Context: an optimization exercise on an open-source flow, tuned for small area, a short achievable clock period and few clock cycles. The choices shown serve that exercise and are no tape-out recipe.
RTL that was checked went through simulation tests only; none was proved equivalent to the original.
No functional check of the RTL was part of run 5.
No activity file was given, so power comes from the tool's default toggle rates. The flow treats the clock pin as an ideal source, which a real chip does not have.

==> design.v <==
`timescale 1ns / 1ps
module EditDistance(
output wire [31:0] addr_rom_0,
input  wire [1:0]  data_o_0,
output wire [31:0] addr_rom_1,
input  wire [1:0]  data_o_1,
input  wire clk,
input  wire rst,
output reg         result_en,
output wire [31:0] result_addr,
output wire [31:0] result
);
localparam P    = 16;         
localparam N    = 1640;       
localparam W    = N - P + 1;  
localparam NB   = 2;          
localparam CW   = P / NB;     
reg        ph;
reg [10:0] cnt;
reg        done;
reg [10:0] raddr;
localparam [10:0] FIRST = 11'd19 + NB;
localparam [10:0] LAST  = W - 1;
always @(posedge clk) begin
    if (rst) begin
        ph    <= 1'b0;
        cnt   <= 11'd0;
        done  <= 1'b0;
        result_en <= 1'b0;
        raddr <= 11'd0;
    end else begin
        if (!ph && cnt[3:0] == 4'd15) begin
            ph  <= 1'b1;
            cnt <= 11'd0;
        end else begin
            cnt <= cnt + 11'd1;
        end
        if (ph && (cnt & FIRST) == FIRST && !done)
            result_en <= 1'b1;
        if (result_en) begin
            raddr <= raddr + 11'd1;
            if ((raddr & LAST) == LAST) begin
                result_en <= 1'b0;
                done <= 1'b1;
            end
        end
    end
end
wire ld = !ph || cnt[10:1] == 10'd0;
assign addr_rom_0  = {21'd0, cnt};
assign addr_rom_1  = {28'd0, cnt[3:0]};
assign result_addr = {21'd0, raddr};
reg [1:0] pat [0:P-1];
always @(posedge clk) begin : pat_shift
    integer j;
    if (ld) begin
        pat[P-1] <= data_o_1;
        for (j = 0; j < P-1; j = j + 1) pat[j] <= pat[j+1];
    end
end
wire [1:0] tsel [0:NB-1];
assign tsel[0] = data_o_0;
genvar g;
for (g = 1; g < NB; g = g + 1) begin : tdel
    reg [1:0] q;
    if (g == 1) begin : d1
        always @(posedge clk) q <= data_o_0;
    end else begin : dn
        always @(posedge clk) q <= tdel[g-1].q;
    end
    assign tsel[g] = q;
end
reg [P-1:0] m;
wire [P-1:0] mn = ~m;
always @(posedge clk) begin : match
    integer j;
    for (j = 0; j < P; j = j + 1) m[j] <= (tsel[j / CW] == pat[j]);
end
wire [P-1:0] vr [0:P];
genvar r, k, c;
for (k = 0; k < P; k = k + 1) begin : top
    assign vr[0][k] = (k % 2 == 1);           
end
for (r = 1; r <= P; r = r + 1) begin : row
    reg [P-1:0] vq;
    wire [NB:0] aout;              
    reg  [NB:0] aq;
    always @(posedge clk) aq <= aout;
    assign aout[0] = 1'b0;
    for (k = 0; k < NB; k = k + 1) begin : blk
        wire [CW:0] a;                 
        assign a[0] = (k == 0) ? ((r % 2) == 1) : aq[k];
        for (c = 0; c < CW; c = c + 1) begin : cl
            localparam J = k*CW + c;
            wire mm = m[J];
            wire v  = vr[r-1][J];
            if (r == 1 || J == 0) begin : edge_cell
                if ((r + J) % 2 == 0) begin : ev
                    assign a[c+1] = ~((mm | a[c]) & v);
                    always @(posedge clk) vq[J] <= ~((~mm & v) | a[c]);
                end else begin : od
                    assign a[c+1] = ~((a[c] & ~mm) | v);
                    always @(posedge clk) vq[J] <= ~((mm | v) & a[c]);
                end
            end else begin : inner
                wire vo;
                if ((r + J) % 2 == 0) begin : ev
                    EdCellE u (.a(a[c]), .v(v), .m(mm), .mn(mn[J]), .ao(a[c+1]), .vo(vo));
                end else begin : od
                    EdCellO u (.a(a[c]), .v(v), .m(mm), .mn(mn[J]), .ao(a[c+1]), .vo(vo));
                end
                always @(posedge clk) vq[J] <= vo;
            end
        end
        assign aout[k+1] = a[CW];
    end
    assign vr[r] = vq;
end
wire [P-1:0] nbr16;
for (k = 0; k < P; k = k + 1) begin : fix
    assign nbr16[k] = (k % 2 == 0) ? ~vr[P][k] : vr[P][k];
end
localparam HALF = 8;
localparam G    = P / HALF;
function [3:0] popg;
input [7:0] v;
reg [7:0] s;
reg x;
begin
    s = v;
    x = s[0] & s[1]; s[1] = s[0] | s[1]; s[0] = x;
    x = s[2] & s[3]; s[3] = s[2] | s[3]; s[2] = x;
    x = s[0] & s[2]; s[2] = s[0] | s[2]; s[0] = x;
    x = s[1] & s[3]; s[3] = s[1] | s[3]; s[1] = x;
    x = s[1] & s[2]; s[2] = s[1] | s[2]; s[1] = x;
    x = s[4] & s[5]; s[5] = s[4] | s[5]; s[4] = x;
    x = s[6] & s[7]; s[7] = s[6] | s[7]; s[6] = x;
    x = s[4] & s[6]; s[6] = s[4] | s[6]; s[4] = x;
    x = s[5] & s[7]; s[7] = s[5] | s[7]; s[5] = x;
    x = s[5] & s[6]; s[6] = s[5] | s[6]; s[5] = x;
    x = s[0] & s[4]; s[4] = s[0] | s[4]; s[0] = x;
    x = s[2] & s[6]; s[6] = s[2] | s[6]; s[2] = x;
    x = s[2] & s[4]; s[4] = s[2] | s[4]; s[2] = x;
    x = s[1] & s[5]; s[5] = s[1] | s[5]; s[1] = x;
    x = s[3] & s[7]; s[7] = s[3] | s[7]; s[3] = x;
    x = s[3] & s[5]; s[5] = s[3] | s[5]; s[3] = x;
    x = s[1] & s[2]; s[2] = s[1] | s[2]; s[1] = x;
    x = s[3] & s[4]; s[4] = s[3] | s[4]; s[3] = x;
    x = s[5] & s[6]; s[6] = s[5] | s[6]; s[5] = x;
    popg[0] = (s[7] & ~s[6]) | (s[5] & ~s[4]) | (s[3] & ~s[2]) | (s[1] & ~s[0]);
    popg[1] = (s[6] & ~s[5]) | (s[5] & ~s[4]) | (s[2] & ~s[1]) | (s[1] & ~s[0]);
    popg[2] = (s[4] & ~s[3]) | (s[3] & ~s[2]) | (s[2] & ~s[1]) | (s[1] & ~s[0]);
    popg[3] = (s[0]);
end
endfunction
wire [4-1:0] pal [0:G-1];
for (k = 0; k < G; k = k + 1) begin : grp
    localparam DL = NB - 1 - (k * HALF) / CW;    
    reg [4-1:0] pc [0:DL];
    always @(posedge clk) pc[0] <= popg(nbr16[k*HALF +: HALF]);
    for (c = 1; c <= DL; c = c + 1) begin : dly
        always @(posedge clk) pc[c] <= pc[c-1];
    end
    assign pal[k] = pc[DL];
end
reg [4:0] zeros;
always @(posedge clk) begin : tot
    integer j;
    reg [4:0] z;
    z = 5'd0;
    for (j = 0; j < G; j = j + 1) z = z + pal[j];
    zeros <= z;
end
assign result = {26'd0, zeros, 1'b0};
endmodule
module EdCellE(input wire a, input wire v, input wire m, input wire mn,
               output wire ao, output wire vo);
    assign ao = ~((m | a) & v);
    assign vo = ~((mn & v) | a);
endmodule
module EdCellO(input wire a, input wire v, input wire m, input wire mn,
               output wire ao, output wire vo);
    assign ao = ~((mn & a) | v);
    assign vo = ~((m | v) & a);
endmodule
==> flow/run.sh <==
#!/bin/bash
set -euo pipefail
bash standard.sh \
  "CTS_ARGS=-sink_clustering_enable -repair_clock_nets -sink_clustering_size 30 -sink_clustering_max_diameter 100 -buf_list sky130_fd_sc_hd__clkbuf_16 -dont_use_dummy_load" \
  SKIP_REPAIR_TIE_FANOUT=1 \
  finish > flow.log 2>&1
==> standard.sh <==
#!/bin/bash
# synth_recipe.tcl (not shown) runs the flow's synth.tcl, then flattens the netlist and writes it again
# the make line also repeats each setting of config.mk as NAME=value (left out here)
make -C /OpenROAD-flow-scripts/flow DESIGN_CONFIG=/design/flow/config.mk WORK_HOME=/design/flow/orfs CLKGATE_MAP_FILE= SYNTH_SCRIPT=/design/flow/synth_recipe.tcl "${@:-finish}"
==> config.mk <==
export PLATFORM = sky130hd
export DESIGN_NAME = EditDistance
export DESIGN_NICKNAME = EditDistance
export VERILOG_FILES = /design/flow/design.v
export SDC_FILE = /design/flow/constraint.sdc
export NUM_CORES = 4
export LEC_CHECK = 0
export ABC_AREA = 1
export CAP_MARGIN = 5
export CORE_MARGIN = 2
export CORE_UTILIZATION = 70
export PLACE_DENSITY = 0.8
export SETUP_SLACK_MARGIN = 3.05
export SLEW_MARGIN = 5
export SYNTH_HIERARCHICAL = 1
==> constraint.sdc <==
create_clock -name core_clock -period 5.0 [get_ports {clk}]
set_input_delay 1.0000 -clock core_clock [delete_from_list [all_inputs] [get_ports {clk}]]
set_output_delay 1.0000 -clock core_clock [all_outputs]
set_load 0.01 [all_outputs]
==> flow_summary.ini, run 1 <==
[run_status]
status = complete, no violations

[sta]
rsz0062_at_grt = yes
whs_ps = 340
tightest_slew_ps = 645
maxSlewHeadroom_pct = 57.0
finalMaxSlewViolations = 0
setup_viol = 0
clock_skew_ps = 60.0
finalCriticalPeriod_ps = 1980
setup_tns_ps = 0
period_share_pct = 39.5
fmax_ghz = 0.506
hold_violations = 0

[route]
dr.first_iter.drc_count = 484
vias = 8564
vias_per_cell = 5.59
wire_per_inst_microns = 13.5
drc = 0
drt-total-wl_microns = 20800
drtPass1Iterations = 5
drtAntennaViolNets = 0

[final_layout]
final_area_sq_mm = 0.0136
finalCoreUtilization_pct = 77.9
layout.nets = 1327
syn_to_final_growth_pct = 8.27
drive_above_1_share_pct = 15.4
stdcell_count = 1533
num_antenna_cells = 0

[clock_network]
clkTransAtPathRegs_ps = 110
numCtsBuffers = 16
clk_latency_ps = 490
cts_root_buffer = clkbuf_16
cts_buffer_depth = 3
cts_tree = yes
clock_sinks = 364
htreeDepth = 1

[critical_path]
crit_type = flip-flop to output port
reg2regPathDepth = 10
rr_startpoint = m[8]
critPathArrivalTime_ps = 980
reg2reg_to = row[9].vq[15]
slowest_stage = dfxtp_4
cp.required_ps = 4000
r2r_slack_ps = 3100
crit_path_max_incr_delay_ps = 370
crit_path_end_kind = output port
cp_num_cells = 1
crit_chain = buf_6
cp-start-kind = flip-flop
critical_path_peak_fanout = 3
crit_family = flip-flops
cp_num_buf_inv = 1

[place]
dp_hpwl_microns = 13500
routabilityCongestion = 0.735
placed_area_sq_mm = 0.0124
port_buffers = 37
dp_cells = 1464

[global_route]
grt_util_all_layers_pct = 21.2
grt_pass1_vias = 7920
globalRoute.totalOverflow = 0
grt_pass1_wl_microns = 33700
grt_max_degree = 98
antenna_found_initial = 0

[floorplanning]
dieArea_sq_mm = 0.0190
coreArea_sq_mm = 0.0174
pin_count = 135
rows = 48
die_w_microns = 138
start_util_pct = 71.9
die_h_microns = 138

[logic_synthesis]
avgSynthCellArea_sq_um = 9.60
yosys_warnings = 10
netlist_area_sq_mm = 0.0125
synthCells = 1305

[pwr]
p_per_area_mw_per_mm2 = 541
ir_worst_vdd_mv = 0.399
p_leak_nw = 5.45

[run]
maxCapViolCount = 0

[min_path]
holdCritStartpoint = grp[0].pc[0][2]
hold_path_end = grp[0].pc[1][2]
hold_depth = 0
hp-class = flip-flop to flip-flop
## registers in the layout, indices dropped and copies added, names as in the netlist
signal / cells
row.vq: 256
pat: 32
m: 16
row.aq: 16
grp.pc: 12
cnt: 11
raddr: 11
zeros: 5
tdel.q: 2
done: 1
ph: 1
result_en: 1
## where the power goes
group / total [mW] / internal [mW] / switching (mW) / leakage [nW]
registers: 4.27 / 3.82 / 0.454 / 3.11
clock network: 1.38 / 0.579 / 0.799 / 0.197
logic: 1.69 / 0.706 / 0.981 / 2.13
total: 7.34 / 5.10 / 2.23 / 5.45
## how the worst max path moves through the flow
| stage | from | slack, ps | to |
|---|---|---|---|
| after global routing | m[8] | 2930 | row[4].vq[15] |
| after floorplan | rst | 3090 | cnt[7] |
| final | cnt[0] | 3020 | addr_rom_0[0] |
| after detailed placement | rst | 2480 | cnt[7] |
| after global placement | rst | 2530 | cnt[7] |
| after CTS | cnt[6] | 3000 | addr_rom_0[6] |
## layout make-up
class	count	area (sq um)
Fill cell	1147	3850
Multi-Input combinational cell	751	3990
Sequential cell	364	7680
Inverter	80	333
Tap cell	225	282
Timing Repair Buffer	97	868
Clock buffer	16	400
## layout by cell type (no fill, tap or decap), types with 3 or more instances in the layout
master and count:
dfxtp_1 302, o21ai_1 208, a21oi_1 198, nand2_1 94, nor2_1 87, inv_1 71
buf_4 56, xor2_1 35, a21oi_2 34, edfxtp_1 32, buf_6 30, nand3_1 27
clkbuf_16 16, dfxtp_4 16, dfxtp_2 14, o21ai_2 11, ha_1 10, nor3_1 9
o21ai_0 8, clkinvlp_4 7, nand4_1 6, clkdlybuf4s50_1 4, nor4_1 3, nand2_2 3
nor3b_1 3, buf_2 3
## timing repair
action	4_1_cts	5_1_grt
hold buffers	0	0
pin swaps	0	5
resized for setup	205	58
endpoints found under the hold margin	0	0
setup buffers	33	20
endpoints found under the setup margin	129	127
## stage by stage
step | setup slack (ps) | power, mW
finish | 3020 | 7.34
global route | 2930 | 7.84
CTS | 3000 | 7.26
detailed placement | 2480 | 5.89
global placement | 2530 | 5.76
floorplan | 3090 | 5.53
## routing by layer
layer	part of all wire, %	vias up	global-route usage [%]
met5	0	-	0
met4	1.0	0	3.97
met3	3.5	18	2.50
met2	51	109	40.0
met1	45	4070	26.3
li1	-	4367	-
Testbench counts, summed over its fixed seeds: cycles 53,248.
==> run 2: changes to the inputs <==
--- a/config.mk
+++ b/config.mk
@@ -6,10 +6,10 @@
 export NUM_CORES = 4
 export LEC_CHECK = 0
 export ABC_AREA = 1
-export CAP_MARGIN = 5
+export CAP_MARGIN = 10
 export CORE_MARGIN = 2
 export CORE_UTILIZATION = 70
 export PLACE_DENSITY = 0.8
 export SETUP_SLACK_MARGIN = 3.05
-export SLEW_MARGIN = 5
+export SLEW_MARGIN = 10
 export SYNTH_HIERARCHICAL = 1
==> run 2 against run 1 <==
Effect of this change:
- via count is the same
- clock-buffer cell count is the same
- core utilization is the same
- critical path depth is the same
- register-to-register slack is essentially flat
- die area is the same
- global-route usage is the same
- flip-flop and latch count is the same
- final area is the same
- clock skew is the same
- area after synthesis is the same
- largest power group unchanged
==> flow_summary.ini, run 2 <==
[run_status]
status = complete, no violations

[route]
wire_per_inst_microns = 13.5
dr.first_iter.drc_count = 484
drt-total-wl_microns = 20800
vias = 8564
drtPass1Iterations = 5
vias_per_cell = 5.59
drc = 0
drtAntennaViolNets = 0

[place]
post-place-ws_ps = 2480
placed_area_sq_mm = 0.0124
dp_cells = 1464
dp_hpwl_microns = 13500
routabilityCongestion = 0.735
port_buffers = 37

[min_path]
holdCritStartpoint = grp[0].pc[0][2]
hp-class = flip-flop to flip-flop
hold_path_end = grp[0].pc[1][2]
hold_depth = 0

[clock_network]
cts_root_buffer = clkbuf_16
clkTransAtPathRegs_ps = 110
postCtsHoldBufs = 0
clk_latency_ps = 490
cts_tree = yes
htreeDepth = 1
numCtsBuffers = 16
cts_buffer_depth = 3
clock_sinks = 364

[critical_path]
slowest_stage = dfxtp_4
critical_path_peak_fanout = 3
reg2reg_to = row[9].vq[15]
reg2regPathDepth = 10
crit_path_end_kind = output port
cp-start-kind = flip-flop
crit_type = flip-flop to output port
crit_chain = buf_6
cp_num_buf_inv = 1
crit_path_max_incr_delay_ps = 370
r2r_slack_ps = 3100
crit_family = flip-flops
cp.required_ps = 4000
critPathArrivalTime_ps = 980
rr_startpoint = m[8]

[floorplanning]
rows = 48
start_util_pct = 71.9
coreArea_sq_mm = 0.0174
pin_count = 135
dieArea_sq_mm = 0.0190
die_h_microns = 138
die_w_microns = 138

[final_layout]
drive_above_1_share_pct = 15.4
layout.nets = 1327
stdcell_count = 1533
final_area_sq_mm = 0.0136
largest_register = row.vq
largest_reg_flops = 256
syn_to_final_growth_pct = 8.27
top_regs = row.vq: 256 flops, pat: 32 flops
multiInputGateArea_sq_mm = 0.00399
finalCoreUtilization_pct = 77.9
seqCellArea_sq_mm = 0.00768
final_cell_mix = dfxtp_1 (302), o21ai_1 (208), a21oi_1 (198)
final_common_cell = dfxtp_1
fill_cells = 1147
num_antenna_cells = 0

[logic_synthesis]
synthCells = 1305
yosys_warnings = 10
avgSynthCellArea_sq_um = 9.60
netlist_area_sq_mm = 0.0125

[sta]
tightest_slew_ps = 645
clock_skew_ps = 60.0
finalMaxSlewViolations = 0
hold_violations = 0
maxSlewHeadroom_pct = 57.0
fmax_ghz = 0.506
whs_ps = 340
setup_ws_ps = 3020
setup_viol = 0
setup_tns_ps = 0
period_share_pct = 39.5
finalCriticalPeriod_ps = 1980
rsz0062_at_grt = yes

[global_route]
globalRoute.totalOverflow = 0
grt_max_degree = 98
grt_util_all_layers_pct = 21.2
grt_pass1_wl_microns = 33700
grt_pass1_vias = 7920
antenna_found_initial = 0

[pwr]
p_leak_nw = 5.45
p_per_area_mw_per_mm2 = 541
ir_worst_vdd_mv = 0.399
total_power_mw = 7.34

[run]
maxCapViolCount = 0
-- run 2: how the worst max path moves through the flow --
stage	endpoint	start	slack (ps)	depth (start not counted)
global route	row[4].vq[15]	m[8]	2930	10
floorplan	cnt[7]	rst	3090	5
global placement	cnt[7]	rst	2530	5
detailed placement	cnt[7]	rst	2480	5
finish	addr_rom_0[0]	cnt[0]	3020	1
CTS	addr_rom_0[6]	cnt[6]	3000	1
-- run 2: where the power goes --
part | total, mW | switching, mW | internal (mW)
combinational | 1.69 | 0.981 | 0.706
clock | 1.38 | 0.799 | 0.579
sequential | 4.27 | 0.454 | 3.82
-- run 2: timing repair --
action / 4_1_cts / 5_1_grt
buffers inserted: 33 / 20
gates resized for setup: 205 / 58
setup endpoints to repair: 129 / 127
pin swaps: 0 / 5
-- run 2: layout make-up --
| class | count | area share (%) |
|---|---|---|
| multi-input combinational | 751 | 29.4 |
| clock buffer | 16 | 2.95 |
| timing repair buffer | 97 | 6.40 |
| inverter | 80 | 2.45 |
| sequential | 364 | 56.7 |
| tap | 225 | 2.08 |
-- run 2: routing by layer --
layer | routed length [microns] | track usage [%] | up-vias
li1 | - | - | 4367
met1 | 9320 | 26.3 | 4070
met2 | 10500 | 40.0 | 109
met3 | 734 | 2.50 | 18
met4 | 212 | 3.97 | 0
met5 | 0 | 0 | -
==> run 3: changes to the inputs <==
==> flow/run.sh (replaced) <==
#!/bin/bash
set -euo pipefail
bash standard.sh \
  "CTS_ARGS=-sink_clustering_enable -repair_clock_nets -sink_clustering_size 36 -sink_clustering_max_diameter 120 -buf_list sky130_fd_sc_hd__clkbuf_16 -dont_use_dummy_load" \
  SKIP_REPAIR_TIE_FANOUT=1 \
  finish > flow.log 2>&1
--- a/config.mk
+++ b/config.mk
@@ -6,10 +6,10 @@
 export NUM_CORES = 4
 export LEC_CHECK = 0
 export ABC_AREA = 1
-export CAP_MARGIN = 10
+export CAP_MARGIN = 20
 export CORE_MARGIN = 2
 export CORE_UTILIZATION = 70
 export PLACE_DENSITY = 0.8
 export SETUP_SLACK_MARGIN = 3.05
-export SLEW_MARGIN = 10
+export SLEW_MARGIN = 20
 export SYNTH_HIERARCHICAL = 1
==> run 3 against run 2 <==
Effect of this change:
- synthesized cell count unchanged
- worst hold slack better by 4.3 ps
- routed wire length up 0.98%
- flip-flop and latch count unchanged
- clock-buffer cell count down 2
- register-to-register slack better by 20 ps
==> flow_summary.ini, run 3 <==
[min_path]
hp-class = flip-flop to flip-flop
hold_depth = 0

[global_route]
grt_max_degree = 98
grt_pass1_vias = 7893
grt_pass1_wl_microns = 33600
antenna_found_initial = 0
grt_util_all_layers_pct = 21.1
globalRoute.totalOverflow = 0

[final_layout]
final_area_sq_mm = 0.0135
top_regs = row.vq: 256 flops, pat: 32 flops
syn_to_final_growth_pct = 7.89
largest_reg_flops = 256
final_cell_mix = dfxtp_1 (301), o21ai_1 (206), a21oi_1 (187)
layout.nets = 1320
num_antenna_cells = 0
final_common_cell = dfxtp_1
fill_cells = 1164
largest_register = row.vq
drive_above_1_share_pct = 16.1

[critical_path]
crit_chain = buf_6
cp_num_cells = 1
cp_num_buf_inv = 1
crit_path_max_incr_delay_ps = 390
cp.required_ps = 4000
critPathArrivalTime_ps = 1000
cp-start-kind = flip-flop
crit_type = flip-flop to output port
r2r_slack_ps = 3120
reg2regPathDepth = 3
crit_family = flip-flops
slowest_stage = dfxtp_2
crit_path_end_kind = output port
critical_path_peak_fanout = 4

[clock_network]
cts_buffer_depth = 3
numCtsBuffers = 14
htreeDepth = 1
cts_root_buffer = clkbuf_16
clock_sinks = 364
cts_tree = yes
clkTransAtPathRegs_ps = 120
clk_latency_ps = 500

[floorplanning]
pin_count = 135
start_util_pct = 71.9
die_h_microns = 138
dieArea_sq_mm = 0.0190
rows = 48
coreArea_sq_mm = 0.0174
die_w_microns = 138

[pwr]
total_power_mw = 7.28
p_leak_nw = 5.40
seqPwrFrac_pct = 58.8
p_comb_share_pct = 23.5
switching_power_mw = 2.25
switching_share_pct = 30.8
pwr-share-clk_pct = 17.8
ir_worst_vdd_mv = 0.461
p_per_area_mw_per_mm2 = 539
p_int_mw = 5.04

[sta]
period_share_pct = 40.0
clock_skew_ps = 74.0
hold_violations = 0
tightest_slew_ps = 627
whs_ps = 344
setup_tns_ps = 0
setup_viol = 0
maxSlewHeadroom_pct = 58.1
rsz0062_at_grt = yes
finalCriticalPeriod_ps = 2000
finalMaxSlewViolations = 0
fmax_ghz = 0.500

[run_status]
status = complete, no violations

[place]
dp_hpwl_microns = 13500
placed_area_sq_mm = 0.0124
port_buffers = 37
routabilityCongestion = 0.735

[route]
wire_per_inst_microns = 13.7
drtAntennaViolNets = 0
vias = 8556
drc = 0
dr.first_iter.drc_count = 620
drt-total-wl_microns = 21000
drtPass1Iterations = 5
vias_per_cell = 5.61

[run]
maxCapViolCount = 0

[logic_synthesis]
yosys_warnings = 10
avgSynthCellArea_sq_um = 9.60
synthCells = 1305
netlist_area_sq_mm = 0.0125
-- run 3: cell type report --
| cell class | count | area [sq um] | share of cell area (%) |
|---|---|---|---|
| repair buffers | 92 | 813 | 6.02 |
| inverters | 80 | 333 | 2.46 |
| flip-flops and latches | 364 | 7690 | 56.9 |
| clock buffers | 14 | 350 | 2.59 |
| multi-input cells | 751 | 4050 | 30.0 |
| well taps | 225 | 282 | 2.08 |
-- run 3: power by group through the flow --
stage	clock, mW	sequential [mW]	combinational, mW
after floorplan	0	4.23	1.30
after global placement	0	4.26	1.50
after detailed placement	0	4.31	1.58
after CTS	1.33	4.24	1.61
after global routing	1.41	4.39	1.98
final	1.30	4.28	1.71
-- run 3: path summary, 6_finish.rpt --
path                                         to             from
worst max register to register        pat[3][1]           cnt[5]
worst max-delay path              addr_rom_0[6]           cnt[6]
worst min register to register  grp[0].pc[1][2]  grp[0].pc[0][2]
worst min-delay path            grp[0].pc[1][2]  grp[0].pc[0][2]
-- run 3: metrics by stage --
step	cells	worst slack (ps)	utilization [%]
global placement	1464	2530	71.4
floorplan	1305	3090	-
global route	1526	2960	77.6
detailed placement	1464	2480	71.4
CTS	1511	2990	75.4
finish	1526	3000	77.6
-- run 3: worst reg2reg max path, delay by kind of cell (launching register included) --
kind	cells	cell delay [ps]
compound gates	1	520
simple gates	1	430
flops	1	370
buf+inv	1	150
-- run 3: what timing repair did --
action	4_1_cts	5_1_grt
gates cloned	0	1
hold buffers	0	0
gates resized for setup	207	72
buffers inserted	33	14
setup endpoints to repair	135	115
pin swaps	0	10
-- run 3: routing by layer --
layer  track usage [%]  routed length, microns
met1              25.7                    9370
met2              40.5                   10700
met3              2.47                     715
met4              3.85                     159
met5                 0                       0
==> run 4: changes to the inputs <==
==> flow/run.sh (replaced) <==
#!/bin/bash
set -euo pipefail
bash standard.sh \
  "CTS_ARGS=-sink_clustering_enable -repair_clock_nets -sink_clustering_size 24 -sink_clustering_max_diameter 80 -buf_list sky130_fd_sc_hd__clkbuf_16 -dont_use_dummy_load" \
  SKIP_REPAIR_TIE_FANOUT=1 \
  finish > flow.log 2>&1
==> run 4 against run 3 <==
Effect of this change:
- non-clock buffer count decreased by 1
- first-iteration DRC count decreased by 4.4%
- die area unchanged
- maximum frequency increased by 0.92%
- sequential share of layout area decreased by 0.48 points
- flip-flop and latch count unchanged
- final cell count increased by 0.26%
- largest cell class unchanged
- register-to-register slack about the same
- combinational power about the same
- critical path depth unchanged
- clock skew decreased by 46 ps
==> flow_summary.ini, run 4 <==
[run_status]
status = complete, no violations

[pwr]
p_leak_nw = 5.46
p_comb_share_pct = 22.8
switching_share_pct = 30.3
p_int_mw = 5.21
switching_power_mw = 2.27
seqPwrFrac_pct = 57.2
pwr-share-clk_pct = 20.0
p_per_area_mw_per_mm2 = 548
ir_worst_vdd_mv = 0.324

[final_layout]
final_common_cell = dfxtp_1
seqCellArea_sq_mm = 0.00769
fill_cells = 1140
syn_to_final_growth_pct = 8.82
top_regs = row.vq: 256 flops, pat: 32 flops
num_antenna_cells = 0
largest_reg_flops = 256
stdcell_count = 1530
multiInputGateArea_sq_mm = 0.00402
layout.nets = 1324
final_cell_mix = dfxtp_1 (302), o21ai_1 (214), a21oi_1 (187)
drive_above_1_share_pct = 15.6
largest_register = row.vq

[critical_path]
crit_type = flip-flop to output port
cp_num_buf_inv = 1
critical_path_peak_fanout = 4
crit_path_end_kind = output port
crit_family = flip-flops
crit_chain = buf_6
cp_num_cells = 1
reg2regPathDepth = 10
cp.required_ps = 4000
critPathArrivalTime_ps = 980
cp-start-kind = flip-flop
slowest_stage = dfxtp_2
crit_path_max_incr_delay_ps = 370

[sta]
finalCriticalPeriod_ps = 1980
hold_violations = 0
setup_ws_ps = 3020
setup_viol = 0
tightest_slew_ps = 635
finalMaxSlewViolations = 0
period_share_pct = 39.6
clock_skew_ps = 27.8
maxSlewHeadroom_pct = 57.6
rsz0062_at_grt = yes
fmax_ghz = 0.504
setup_tns_ps = 0

[route]
dr.first_iter.drc_count = 593
vias = 8566
vias_per_cell = 5.60
drt-total-wl_microns = 20700
wire_per_inst_microns = 13.5
drtAntennaViolNets = 0
drc = 0
drtPass1Iterations = 5

[clock_network]
postCtsHoldBufs = 0
cts_root_buffer = clkbuf_16
clk_latency_ps = 500
cts_buffer_depth = 3
clkTransAtPathRegs_ps = 90
clock_sinks = 364
htreeDepth = 1
cts_tree = yes
numCtsBuffers = 19

[floorplanning]
dieArea_sq_mm = 0.0190
die_w_microns = 138
die_h_microns = 138
pin_count = 135
start_util_pct = 71.9
coreArea_sq_mm = 0.0174
rows = 48

[place]
dp_hpwl_microns = 13500
routabilityCongestion = 0.735
dp_cells = 1464
port_buffers = 37
post-place-ws_ps = 2480

[min_path]
hp-class = flip-flop to flip-flop
hold_depth = 0

[global_route]
grt_pass1_vias = 8008
antenna_found_initial = 0
globalRoute.totalOverflow = 0
grt_max_degree = 98
grt_pass1_wl_microns = 33800
grt_util_all_layers_pct = 21.3

[logic_synthesis]
synthCells = 1305
netlist_area_sq_mm = 0.0125
avgSynthCellArea_sq_um = 9.60
yosys_warnings = 10

[run]
maxCapViolCount = 0
## run 4: cell types whose count changed in the layout (fill, tap and decap cells not counted), moves of 2 or more
cell       before  now
clkbuf_16      14   19
buf_2           5    3
o21ai_2        13    5
buf_12          0    2
o21ai_1       206  214
dfxtp_2        15   13
## run 4: area by class of cell
cell class	instances	area share, %
Clock buffer	19	3.49
Inverter	80	2.44
Multi-Input combinational cell	751	29.5
Sequential cell	364	56.4
Tap cell	225	2.07
Timing Repair Buffer	91	6.13
## run 4: metal layers
layer  global-route usage (%)  part of all wire (%)
met1                     25.6                    44
met4                     4.20                   1.2
met5                        0                     0
met3                     2.54                   3.8
met2                     41.0                    51
## run 4: power by group through the flow
stage          sequential (mW)  clock (mW)  combinational, mW
2_1_floorplan             4.23           0               1.30
3_3_place_gp              4.26           0               1.50
3_5_place_dp              4.31           0               1.58
4_1_cts                   4.25        1.54               1.60
5_1_grt                   4.38        1.63               1.97
6_report                  4.27        1.50               1.71
## run 4: path summary, 6_finish.rpt
check / from / endpoint / slack, ps
setup / recovery: cnt[6] / addr_rom_0[6] / 3020
hold / removal: grp[0].pc[0][1] / grp[0].pc[1][1] / 330
setup reg to reg: m[8] / row[7].vq[15] / 3110
hold reg to reg: grp[0].pc[0][1] / grp[0].pc[1][1] / 330
## run 4: timing repair
item / in CTS / in global routing
pin swaps: 0 / 3
setup endpoints to repair: 134 / 129
resized for setup: 205 / 65
setup buffers: 29 / 18
## run 4: per-stage QoR
stage / util [%] / power (mW) / area (sq um) / hold slack [ps]
after global routing: 78.3 / 7.98 / 13600 / 340
after detailed placement: 71.4 / 5.89 / 12400 / 314
after global placement: 71.4 / 5.76 / 12400 / 315
after CTS: 75.9 / 7.38 / 13200 / 330
final: 78.3 / 7.47 / 13600 / 329
after floorplan: - / 5.53 / 12500 / 310
==> run 5: changes to the inputs <==
--- a/design.v
+++ b/design.v
@@ -21,12 +21,13 @@
 reg [10:0] raddr;
 localparam [10:0] FIRST = 11'd19 + NB;
 localparam [10:0] LAST  = W - 1;
+reg rq;
+always @(posedge clk) rq <= rst;
 always @(posedge clk) begin
-    if (rst) begin
+    if (rq) begin
         ph    <= 1'b0;
         cnt   <= 11'd0;
         done  <= 1'b0;
-        result_en <= 1'b0;
         raddr <= 11'd0;
     end else begin
         if (!ph && cnt[3:0] == 4'd15) begin
@@ -35,16 +36,20 @@
         end else begin
             cnt <= cnt + 11'd1;
         end
-        if (ph && (cnt & FIRST) == FIRST && !done)
-            result_en <= 1'b1;
         if (result_en) begin
             raddr <= raddr + 11'd1;
-            if ((raddr & LAST) == LAST) begin
-                result_en <= 1'b0;
+            if ((raddr & LAST) == LAST)
                 done <= 1'b1;
-            end
         end
     end
+end
+always @(posedge clk) begin
+    if (rst || rq)
+        result_en <= 1'b0;
+    else if (result_en && (raddr & LAST) == LAST)
+        result_en <= 1'b0;
+    else if (ph && (cnt & FIRST) == FIRST && !done)
+        result_en <= 1'b1;
 end
 wire ld = !ph || cnt[10:1] == 10'd0;
 assign addr_rom_0  = {21'd0, cnt};
==> run.sh (new file) <==
#!/bin/bash
# synth_recipe.tcl (not shown) runs the flow's synth.tcl, then flattens the netlist and writes it again
# the make line also repeats each setting of config.mk as NAME=value (left out here)
make -C /OpenROAD-flow-scripts/flow DESIGN_CONFIG=/design/flow/config.mk WORK_HOME=/design/flow/orfs CLKGATE_MAP_FILE= SYNTH_SCRIPT=/design/flow/synth_recipe.tcl finish
--- a/config.mk
+++ b/config.mk
@@ -9,7 +9,10 @@
 export CAP_MARGIN = 20
 export CORE_MARGIN = 2
 export CORE_UTILIZATION = 70
+export CTS_BUF_LIST = sky130_fd_sc_hd__clkbuf_16
+export CTS_CLUSTER_DIAMETER = 100
+export CTS_CLUSTER_SIZE = 30
 export PLACE_DENSITY = 0.8
-export SETUP_SLACK_MARGIN = 3.05
+export SETUP_SLACK_MARGIN = 2.9
 export SLEW_MARGIN = 20
 export SYNTH_HIERARCHICAL = 1
removed: flow/run.sh
removed: standard.sh
==> run 5 against run 4 <==
Effect of this change:
- still clean on timing, DRC and antenna
- via count is 3.0% higher
- maximum frequency is 3.4% lower
- global-route usage fell by 1.1 points
- routed wire length is 3.4% higher
- setup slack got worse by 69 ps
- combinational power about the same
- worst hold slack improved by 7.7 ps
- sequential power barely moved
==> flow_summary.ini, run 5 <==
[run_status]
status = complete, no violations

[critical_path]
slowest_stage = dfxtp_4
reg2reg_to = row[9].vq[15]
crit_chain = clkbuf_2
rr_startpoint = m[8]
critical_path_peak_fanout = 6
crit_path_max_incr_delay_ps = 410
crit_type = flip-flop to output port
cp_num_buf_inv = 1
reg2regPathDepth = 11
crit_family = flip-flops
critPathArrivalTime_ps = 1050
cp-start-kind = flip-flop
r2r_slack_ps = 2950
cp.required_ps = 4000
crit_path_end_kind = output port

[clock_network]
numCtsBuffers = 16
cts_root_buffer = clkbuf_16
clkTransAtPathRegs_ps = 110
htreeDepth = 1
cts_tree = yes
clock_sinks = 365
clk_latency_ps = 510
cts_buffer_depth = 3
postCtsHoldBufs = 0

[run]
maxCapViolCount = 0

[place]
routabilityCongestion = 0.760
dp_cells = 1562
placed_area_sq_mm = 0.0128
port_buffers = 37
dp_hpwl_microns = 13900
post-place-ws_ps = 2500

[min_path]
holdCritStartpoint = grp[0].pc[0][2]
hold_depth = 0
hp-class = flip-flop to flip-flop
hold_path_end = grp[0].pc[1][2]

[floorplanning]
pin_count = 135
start_util_pct = 70.7
die_h_microns = 138
rows = 49
dieArea_sq_mm = 0.0191
coreArea_sq_mm = 0.0178
die_w_microns = 138

[final_layout]
final_common_cell = dfxtp_1
finalCoreUtilization_pct = 78.1
syn_to_final_growth_pct = 10.3
num_antenna_cells = 0
drive_above_1_share_pct = 14.1
final_cell_mix = dfxtp_1 (303), a21oi_1 (216), o21ai_1 (206)
final_area_sq_mm = 0.0139
top_regs = row.vq: 256 flops, pat: 32 flops
largest_register = row.vq
stdcell_count = 1644
layout.nets = 1427
largest_reg_flops = 256

[sta]
period_share_pct = 41.0
whs_ps = 337
setup_tns_ps = 0
setup_ws_ps = 2950
fmax_ghz = 0.487
finalCriticalPeriod_ps = 2050
rsz0062_at_grt = yes
hold_violations = 0
tightest_slew_ps = 619
finalMaxSlewViolations = 0
clock_skew_ps = 30.2
setup_viol = 0
maxSlewHeadroom_pct = 58.7

[global_route]
grt_util_all_layers_pct = 20.2
grt_max_degree = 33
grt_pass1_wl_microns = 33600
antenna_found_initial = 0
globalRoute.totalOverflow = 0
grt_pass1_vias = 7739

[route]
dr.first_iter.drc_count = 473
wire_per_inst_microns = 13.0
drtAntennaViolNets = 0
drc = 0
vias = 8821
drtPass1Iterations = 5
drt-total-wl_microns = 21400
vias_per_cell = 5.37

[logic_synthesis]
yosys_warnings = 10
avgSynthCellArea_sq_um = 9.65
netlist_area_sq_mm = 0.0126
synthCells = 1303

[pwr]
p_leak_nw = 5.84
ir_worst_vdd_mv = 0.516
total_power_mw = 7.50
p_per_area_mw_per_mm2 = 540
-- run 5: worst max-delay path by stage --
stage | cells past startpoint | slack, ps | startpoint | endpoint
3_5_place_dp | 9 | 2500 | m[0] | row[15].aq[1]
6_report | 1 | 2950 | result_en | result_en
4_1_cts | 1 | 2780 | result_en | result_en
5_1_grt | 8 | 2810 | m[10] | row[11].vq[15]
2_1_floorplan | 9 | 3020 | m[8] | row[11].vq[15]
3_3_place_gp | 9 | 2620 | m[0] | row[15].aq[1]
-- run 5: where the power goes --
part,leakage (nW),switching [mW],internal (mW)
Sequential,3.12,0.456,3.83
Clock,0.248,0.853,0.631
Combinational,2.47,0.997,0.736
-- run 5: cell type report --
type                       instances  area [sq um]
sequential                       365          7690
tap                              229           287
multi-input combinational        841          4340
timing repair inverter             2          12.5
inverter                          83           339
fill                            1182          3900
clock inverter                     6          48.8
clock buffer                      17           425
timing repair buffer             101           731
-- run 5: layer usage --
metal | global-route usage (%) | part of all wire [%]
met1 | 25.6 | 45
met2 | 36.6 | 50
met3 | 2.70 | 3.5
met4 | 5.16 | 1.3
met5 | 0 | 0
-- run 5: what timing repair did --
item                                    CTS  global route
endpoints found under the setup margin  114            88
gates resized for setup                 134            68
buffers inserted                         23            34
gates cloned                              1             1
pin swaps                                 0            16

-- re-timing with driven ports --
The results above use ideal ports. As a check the final layouts listed here were re-extracted and re-timed, cells and wires unchanged.
Step 1 sets driving cells, clkbuf_16 on the clock port and buf_2 on the other inputs (assumed; they add their load-dependent delay and slew).
Step 2 times the ports against the registers' clock, not the clock port: input delays grow and output delays shrink by t, the midpoint of the rising clock arrivals with the driver on.
Slacks: ideal / step 1 / step 2; pairs: ideal / step 1.
run | t, ns | setup slack, ns | worst hold slack (ns) | slew at the worst register clock pin (ns) | pins driven straight from the clock port
run 1 | 0.499 | 3.023 / 2.981 / 2.788 | 0.340 / 0.340 / 0.340 | 0.11 / 0.11 | 1
run 2 | 0.499 | 3.023 / 2.981 / 2.788 | 0.340 / 0.340 / 0.340 | 0.11 / 0.11 | 1
run 3 | 0.506 | 2.999 / 2.957 / 2.746 | 0.344 / 0.344 / 0.344 | 0.12 / 0.12 | 1
run 4 | 0.531 | 3.018 / 2.975 / 2.769 | 0.329 / 0.329 / 0.329 | 0.09 / 0.09 | 1
run 5 | 0.537 | 2.948 / 2.904 / 2.748 | 0.337 / 0.337 / 0.337 | 0.11 / 0.11 | 1
After both steps setup and hold are still met in every run listed. For run 3, which loses most, drivers alone change the setup slack by -0.042 ns; drivers and shift together by -0.253 ns.
